Context: an optimization exercise on an open-source flow, tuned for small area. The choices shown serve that exercise and are no tape-out recipe.
Where RTL was checked, it was by simulation tests only, not by an equivalence proof against the original.

==> module MatMul, before the edit <==
module MatMul (
	input clk,
	input rw, cs, comdat,
	input[6:0] data_in,
	output[7:0] data_out
);
reg[6:0] addr;
reg[6:0] ram_a[0:63], ram_b[0:63];
reg[15:0] result;	 
wire[6:0] addr_next = !cs ? addr : (rw || !comdat) ? addr + 7'd1 : data_in;
always @(posedge clk)
	addr <= addr_next;
wire we = cs && !rw && !comdat;
integer n;
always @(posedge clk) begin
	for(n=0; n<64; n=n+1) begin
		if(we && addr == n)
			ram_a[n] <= data_in;
		if(we && addr == 64+n)
			ram_b[n] <= data_in;
	end
end
wire[7:0] rsel = 8'd1 << addr_next[6:4];
wire[7:0] csel = 8'd1 << addr_next[3:1];
reg[55:0] arow, bcol;
integer k, r;
always @(*) begin
	arow = 56'd0;
	bcol = 56'd0;
	for(k=0; k<8; k=k+1)
		for(r=0; r<8; r=r+1) begin
			arow[7*k+:7] = arow[7*k+:7] | ({7{rsel[r]}} & ram_a[8*r+k]);
			bcol[7*k+:7] = bcol[7*k+:7] | ({7{csel[r]}} & ram_b[8*k+r]);
		end
end
wire[15:0] c;
TwoByEightMatMul dot(.a(arow), .b(bcol), .c(c));
always @(posedge clk)
	result <= c;
assign data_out = addr[0] ? result[7:0] : result[15:8];
endmodule
Settings: LEC_CHECK=0, CAP_MARGIN=20, CORE_MARGIN=2, CORE_UTILIZATION=40, CTS_BUF_LIST=sky130_fd_sc_hd__clkbuf_8, CTS_CLUSTER_DIAMETER=60, CTS_CLUSTER_SIZE=16, SLEW_MARGIN=20; clock period 12.0 ns.
run.sh (not shown) runs the stock make flow with config.mk's settings and CLKGATE_MAP_FILE= SYNTH_SCRIPT=/design/flow/synth_recipe.tcl, a recipe that flattens the netlist after the stock synthesis.
Change:
--- a/flow/design.v
+++ b/flow/design.v
@@ -1143,26 +1143,27 @@
 	input[6:0] data_in,
 	output[7:0] data_out
 );
 reg[6:0] addr;
 reg[6:0] ram_a[0:63], ram_b[0:63];
-reg[15:0] result;	 
+reg[7:0] rsel, csel;
 wire[6:0] addr_next = !cs ? addr : (rw || !comdat) ? addr + 7'd1 : data_in;
-always @(posedge clk)
+always @(posedge clk) begin
 	addr <= addr_next;
+	rsel <= 8'd1 << addr_next[6:4];
+	csel <= 8'd1 << addr_next[3:1];
+end
 wire we = cs && !rw && !comdat;
 integer n;
 always @(posedge clk) begin
 	for(n=0; n<64; n=n+1) begin
 		if(we && addr == n)
 			ram_a[n] <= data_in;
 		if(we && addr == 64+n)
 			ram_b[n] <= data_in;
 	end
 end
-wire[7:0] rsel = 8'd1 << addr_next[6:4];
-wire[7:0] csel = 8'd1 << addr_next[3:1];
 reg[55:0] arow, bcol;
 integer k, r;
 always @(*) begin
 	arow = 56'd0;
 	bcol = 56'd0;
@@ -1172,13 +1173,11 @@
 			bcol[7*k+:7] = bcol[7*k+:7] | ({7{csel[r]}} & ram_b[8*k+r]);
 		end
 end
 wire[15:0] c;
 TwoByEightMatMul dot(.a(arow), .b(bcol), .c(c));
-always @(posedge clk)
-	result <= c;
-assign data_out = addr[0] ? result[7:0] : result[15:8];
+assign data_out = addr[0] ? c[7:0] : c[15:8];
 endmodule
 module MatMul_top (
 	input clk, read, resetn, cs,
 	input[31:0] writedata,
 	output[31:0] readdata,
Outcome: The new run went through all stages and came out clean. Worst hold slack degrades by 0.45 ns. Setup slack loses 0.54 ns. Final cell count drops by 9.6%. Count of clock-buffer cells in the layout is lower by 6. Synthesized cell count decreases by 2.9%. Cell area went down by 6.8%. Die area is lower by 3.6%. Clock skew fell by 0.0072 ns.
No functional check of the RTL was part of the first run of this note.

--- another note on this design; it stands on its own ---

== garnet ==
## MatMul_top
module MatMul_top (
	input clk, read, resetn, cs,
	input[31:0] writedata,
	output[31:0] readdata,
	output[7:0] conduit
);
wire[7:0] from_mm;
assign conduit = from_mm;
assign readdata = {24'b0, from_mm};
MatMul mm(.clk(clk), .cs(cs), .rw(read), .comdat(writedata[7]), .data_in(writedata[6:0]), .data_out(from_mm));
endmodule
For scale: about 2900 cells after synthesis.
make LEC_CHECK=0 CAP_MARGIN=20 CORE_MARGIN=2 CORE_UTILIZATION=40 SLEW_MARGIN=20 finish   # period 12.0 ns
run.sh (not shown) runs the stock make flow with config.mk's settings and CLKGATE_MAP_FILE= SYNTH_SCRIPT=/design/flow/synth_recipe.tcl, a recipe that flattens the netlist after the stock synthesis.
Here is what was changed in the inputs of zinc compared with garnet.
- putting CTS_CLUSTER_DIAMETER at 60 where nothing was set
- putting CTS_CLUSTER_SIZE at 25 where nothing was set
Findings:
- Between garnet and zinc, the maximum frequency figures differ only marginally.
- Going from garnet to zinc, clock-buffer cell count decreased about 30%, final critical path time including I/O delays and setup increased 29 ps.
- garnet has a lower via-per-instance ratio than zinc.

re-timing with driven ports:
Ports are ideal in the flow. The routed layouts listed here were re-timed in OpenROAD. Step 1, drivers: a clkbuf_16 drives clk and a buf_2 each remaining input, both assumed. Step 2 times the ports against the registers' clock, not the clock port: input delays grow and output delays shrink by t, the midpoint of the rising clock arrivals with the driver on. Slacks: ideal ports / drivers / drivers and shift; pairs: ideal ports / drivers.
run | t, ns | setup slack, ns | clock arrival spread, ns
the first run of note 1 | 0.781 | 0.836 / 0.878 / 0.097 | 0.061 / 0.062
the second run of note 1 | 0.767 | 0.297 / 0.230 / 0.997 | 0.069 / 0.068
garnet | 0.720 | 0.354 / 0.284 / 1.004 | 0.034 / 0.034
zinc | 0.702 | 0.325 / 0.253 / 0.955 | 0.040 / 0.040
After both steps setup and hold are still met in every run listed. The setup slack of the first run of note 1, which loses most, moves by +0.042 ns with the drivers and by -0.739 ns with both steps.
